From an optimization exercise on the open Yosys and OpenROAD flow, aimed at small area, a short achievable clock period and few clock cycles; shortcuts taken in it are not production practice.
In this exercise RTL edits were held to simulation tests only and were not proved equivalent to the original.
Power is estimated from default activity; no workload was simulated.

==> flow/design.v <==
module proc (
   imem_addr, dmem_addr, dmem_wdata, dmem_en, dmem_wr, halt,
   clk, rst, imem_rdata, dmem_rdata
   );
   input clk;
   input rst;
   output [15:0] imem_addr;
   input  [15:0] imem_rdata;
   output [15:0] dmem_addr;
   output [15:0] dmem_wdata;
   output        dmem_en;
   output        dmem_wr;
   input  [15:0] dmem_rdata;
   output        halt;
   function [16:0] pfx16;
      input [15:0] p, g;
      input        cin;
      reg   [15:0] gg, pp;
      integer      l, m, n;
      begin
         gg = g;
         pp = p;
         gg[0] = g[0] | (p[0] & cin);
         for (l = 1; l < 16; l = l * 2)
            for (m = 0; m < 16; m = m + 1)
               if (m & l) begin
                  n = (m & ~(2 * l - 1)) + l - 1;
                  gg[m] = gg[m] | (pp[m] & gg[n]);
                  pp[m] = pp[m] & pp[n];
               end
         pfx16 = {gg[15], p ^ {gg[14:0], cin}};
      end
   endfunction
   wire [15:0] ni  = imem_rdata;
   wire [4:0]  nop = ni[15:11];
   wire [2:0]  nrs = ni[10:8];
   wire [2:0]  nrt = ni[7:5];
   wire n_rfmt  = (nop[4:3] == 2'b11) & (nop[2:1] != 2'b00);    
   wire n_addi  = (nop == 5'b01000);
   wire n_subi  = (nop == 5'b01001);
   wire n_logi  = (nop[4:1] == 4'b0101);                       
   wire n_shi   = (nop[4:2] == 3'b101);                        
   wire n_st    = (nop == 5'b10000);
   wire n_ld    = (nop == 5'b10001);
   wire n_slbi  = (nop == 5'b10010);
   wire n_stu   = (nop == 5'b10011);
   wire n_btr   = (nop == 5'b11001);
   wire n_lbi   = (nop == 5'b11000);
   wire n_arith = (nop == 5'b11011);                           
   wire n_shr   = (nop == 5'b11010);                           
   wire n_cmp   = (nop[4:2] == 3'b111);                        
   wire n_br    = (nop[4:2] == 3'b011);
   wire n_j     = (nop[4:2] == 3'b001) & ~nop[0];              
   wire n_jr    = (nop[4:2] == 3'b001) &  nop[0];              
   wire n_link  = (nop[4:1] == 4'b0011);                       
   wire       n_we = n_addi | n_subi | n_logi | n_shi | n_ld | n_slbi | n_stu |
                     n_btr | n_lbi | n_arith | n_shr | n_cmp | n_link;
   wire [2:0] n_wa = n_link ? 3'd7 :
                     (n_lbi | n_slbi | n_stu) ? nrs :
                     (n_btr | n_arith | n_shr | n_cmp) ? ni[4:2] : nrt;
   reg  [15:0] r0, r1, r2, r3, r4, r5, r6, r7;
   reg  [15:0] an, bn;
   always @* begin
      case (nrs)
        3'd0: an = r0; 3'd1: an = r1; 3'd2: an = r2; 3'd3: an = r3;
        3'd4: an = r4; 3'd5: an = r5; 3'd6: an = r6; default: an = r7;
      endcase
      case (nrt)
        3'd0: bn = r0; 3'd1: bn = r1; 3'd2: bn = r2; 3'd3: bn = r3;
        3'd4: bn = r4; 3'd5: bn = r5; 3'd6: bn = r6; default: bn = r7;
      endcase
   end
   reg  [15:1] f;            
   reg  [15:0] agu;          
   reg         redir;        
   reg  [15:0] a, b;         
   reg         we;
   reg  [2:0]  wa;
   reg         x_en, x_wr, x_halt;
   reg         x_sub, x_andn;
   reg  [1:0]  x_sht, x_cmpt;
   reg         s_agu, s_add, s_log, s_sh, s_btr, s_cmp, s_imm, s_slbi, s_ld, s_link;
   assign dmem_addr  = agu;
   assign dmem_wdata = b;
   assign dmem_en    = x_en;
   assign dmem_wr    = x_wr;
   assign halt       = x_halt;
   wire [15:1] nxt   = redir ? agu[15:1] : f;
   assign imem_addr  = {nxt, 1'b0};
   wire [15:0] ax   = x_sub ? ~a : a;
   wire [16:0] sum  = pfx16(ax ^ b, ax & b, x_sub);
   wire        eq   = (a == b);
   wire        sle  = (a[15] & ~b[15]) | (~(a[15] ^ b[15]) & sum[16]);
   wire        cmpb = (x_cmpt == 2'd0) ? eq :
                      (x_cmpt == 2'd1) ? (sle & ~eq) :
                      (x_cmpt == 2'd2) ? sle : sum[16];
   wire [15:0] lres = x_andn ? (a & ~b) : (a ^ b);
   wire [3:0]  k    = b[3:0];
   wire [15:0] t1   = k[0] ? {a[14:0], a[15]}      : a;
   wire [15:0] t2   = k[1] ? {t1[13:0], t1[15:14]} : t1;
   wire [15:0] t3   = k[2] ? {t2[11:0], t2[15:12]} : t2;
   wire [15:0] rot  = k[3] ? {t3[7:0], t3[15:8]}   : t3;
   reg  [15:0] mask, btr;
   integer i;
   always @* begin
      for (i = 0; i < 16; i = i + 1) begin
         mask[i] = ~x_sht[0] | (x_sht[1] ? (i < k || k == 4'd0) : (i >= k));
         btr[i]  = a[15 - i];
      end
   end
   wire [15:0] shres = rot & mask;
   wire [15:0] wd = ({16{s_agu}}  & agu) |
                    ({16{s_add}}  & sum[15:0]) |
                    ({16{s_log}}  & lres) |
                    ({16{s_sh}}   & shres) |
                    ({16{s_btr}}  & btr) |
                    ({16{s_cmp}}  & {15'd0, cmpb}) |
                    ({16{s_imm}}  & {s_slbi ? a[7:0] : b[15:8], b[7:0]}) |
                    ({16{s_ld}}   & dmem_rdata) |
                    ({16{s_link}} & {f, 1'b0});
   always @(posedge clk) begin
      if (we) begin
         case (wa)
           3'd0: r0 <= wd; 3'd1: r1 <= wd; 3'd2: r2 <= wd; 3'd3: r3 <= wd;
           3'd4: r4 <= wd; 3'd5: r5 <= wd; 3'd6: r6 <= wd; default: r7 <= wd;
         endcase
      end
   end
   wire [15:0] n_s5 = {{11{ni[4]}}, ni[4:0]};
   wire [15:0] n_z5 = {11'd0, ni[4:0]};
   wire [15:0] n_s8 = {{8{ni[7]}}, ni[7:0]};
   wire [15:0] fa   = (we && wa == nrs) ? wd : an;
   wire [15:0] fb   = (we && wa == nrt) ? wd : bn;
   wire        n_pcrel = n_j | n_br;
   wire [15:0] n_x  = n_pcrel ? {nxt, 1'b1} : fa;
   wire [15:0] n_y  = n_j  ? {{5{ni[10]}}, ni[10:1], 1'b1} :
                      n_br ? {{8{ni[7]}}, ni[7:1], 1'b1} :
                      n_jr ? n_s8 : n_s5;
   wire [3:0]  n_cnt = n_shi ? ni[3:0] : fb[3:0];
   wire        n_rgt = n_shi ? nop[1] : ni[1];
   wire [3:0]  n_k   = n_rgt ? 4'd0 - n_cnt : n_cnt;
   wire        n_az  = ~|fa;
   wire        n_tk  = n_j | (n_br & ((nop[1:0] == 2'b00) ?  n_az :
                                      (nop[1:0] == 2'b01) ? ~n_az :
                                      (nop[1:0] == 2'b10) ?  fa[15] : ~fa[15]));
   always @(posedge clk) begin
      a <= fa;
      b <= n_subi           ? n_s5 :
           (n_shi | n_shr)  ? {12'd0, n_k} :
           n_logi           ? n_z5 :
           (n_lbi | n_slbi) ? n_s8 : fb;
      agu <= pfx16(n_x ^ n_y, n_x & n_y, 1'b0);
      f        <= rst ? 15'd0 : nxt + 15'd1;
      we     <= ~rst & n_we;
      wa     <= n_wa;
      redir  <= ~rst & (n_jr | n_tk);
      x_en   <= ~rst & (n_st | n_ld | n_stu);
      x_wr   <= ~rst & (n_st | n_stu);
      x_halt <= ~rst & (nop == 5'b00000);
      x_sub  <= n_subi | (n_arith & (ni[1:0] == 2'b01)) | (n_cmp & (nop[1:0] == 2'b01 || nop[1:0] == 2'b10));
      x_andn <= n_rfmt ? ni[0] : nop[0];
      x_sht  <= n_rfmt ? ni[1:0] : nop[1:0];
      x_cmpt <= nop[1:0];
      s_agu  <= n_addi | n_stu;
      s_add  <= n_subi | (n_arith & ~ni[1]);
      s_log  <= n_logi | (n_arith & ni[1]);
      s_sh   <= n_shi | n_shr;
      s_btr  <= n_btr;
      s_cmp  <= n_cmp;
      s_imm  <= n_lbi | n_slbi;
      s_slbi <= n_slbi;
      s_ld   <= n_ld;
      s_link <= n_link;
   end
endmodule
make LEC_CHECK=0 CAP_MARGIN=20 CORE_MARGIN=2 CORE_UTILIZATION=40 SETUP_SLACK_MARGIN=4.5 SLEW_MARGIN=20 finish   # period 9.0 ns
run.sh (not shown) runs the stock make flow with config.mk's settings and CLKGATE_MAP_FILE= SYNTH_SCRIPT=/design/flow/synth_recipe.tcl, a recipe that flattens the netlist after the stock synthesis.
Testbench counts at the start, summed over its fixed seeds: cycles 87,473.
Rerun with:
ABC_AREA = 1   (was unset)
After rerunning: Worst setup slack improves by 0.35 ns; routed wire length is higher by about 4%; via count is higher by about 8%; critical path depth is higher by 4; fmax is higher by about 8%; total power is lower by about 5%; final cell count is higher by about 20%; area after synthesis is lower by 0.35%.
Rerun with:
SETUP_SLACK_MARGIN = 5.0   (was 4.5)
The new run finished clean.
First-iteration DRC count goes up by 15%.
Setup slack improves by 0.18 ns.
Die area does not change.
Rerun with:
ABC_AREA = unset   (was 1)
CTS_BUF_LIST = sky130_fd_sc_hd__clkbuf_16   (was unset)
CTS_CLUSTER_DIAMETER = 150   (was unset)
CTS_CLUSTER_SIZE = 30   (was unset)
SETUP_SLACK_MARGIN = 4.5   (was 5.0)
- The new run completed with no timing, DRC or antenna violations
- via count falls by 11%
- sequential power barely changes
- wire length falls by 4.9%
- synthesized cell count falls by 22%
- non-clock buffer count falls by 8
- critical path depth falls by 14
- synthesized area rises by 0.35%
- global-route usage falls by 1.8 points
- fmax falls by 13%
- clock-buffer cell count falls by 20

[separate check: timing with driven ports]
The results above use ideal ports. As a check the final layouts listed here were re-extracted and re-timed, cells and wires unchanged.
Step 1: set_driving_cell puts a clkbuf_16 on clk and a buf_2 on each other input, an assumption about the parent block.
Step 2 times the ports against the registers' clock, not the clock port: input delays grow and output delays shrink by t, the midpoint of the rising clock arrivals with the driver on.
Three values: ideal ports, drivers, drivers and shift; two values: the first two.
run | t, ns | setup WS [ns] | hold WS [ns]
the first run | 0.567 | 4.182 / 4.179 / 3.612 | 0.671 / 0.671 / 0.671
the second run | 0.596 | 4.528 / 4.555 / 3.961 | 0.655 / 0.655 / 0.655
the third run | 0.593 | 4.707 / 4.707 / 4.154 | 0.638 / 0.638 / 0.638
the fourth run | 0.524 | 4.078 / 4.082 / 3.558 | 0.675 / 0.675 / 0.675
After both steps every run listed still meets setup and hold. The setup slack of the first run, which loses most, moves by -0.003 ns with the drivers and by -0.570 ns with both steps.
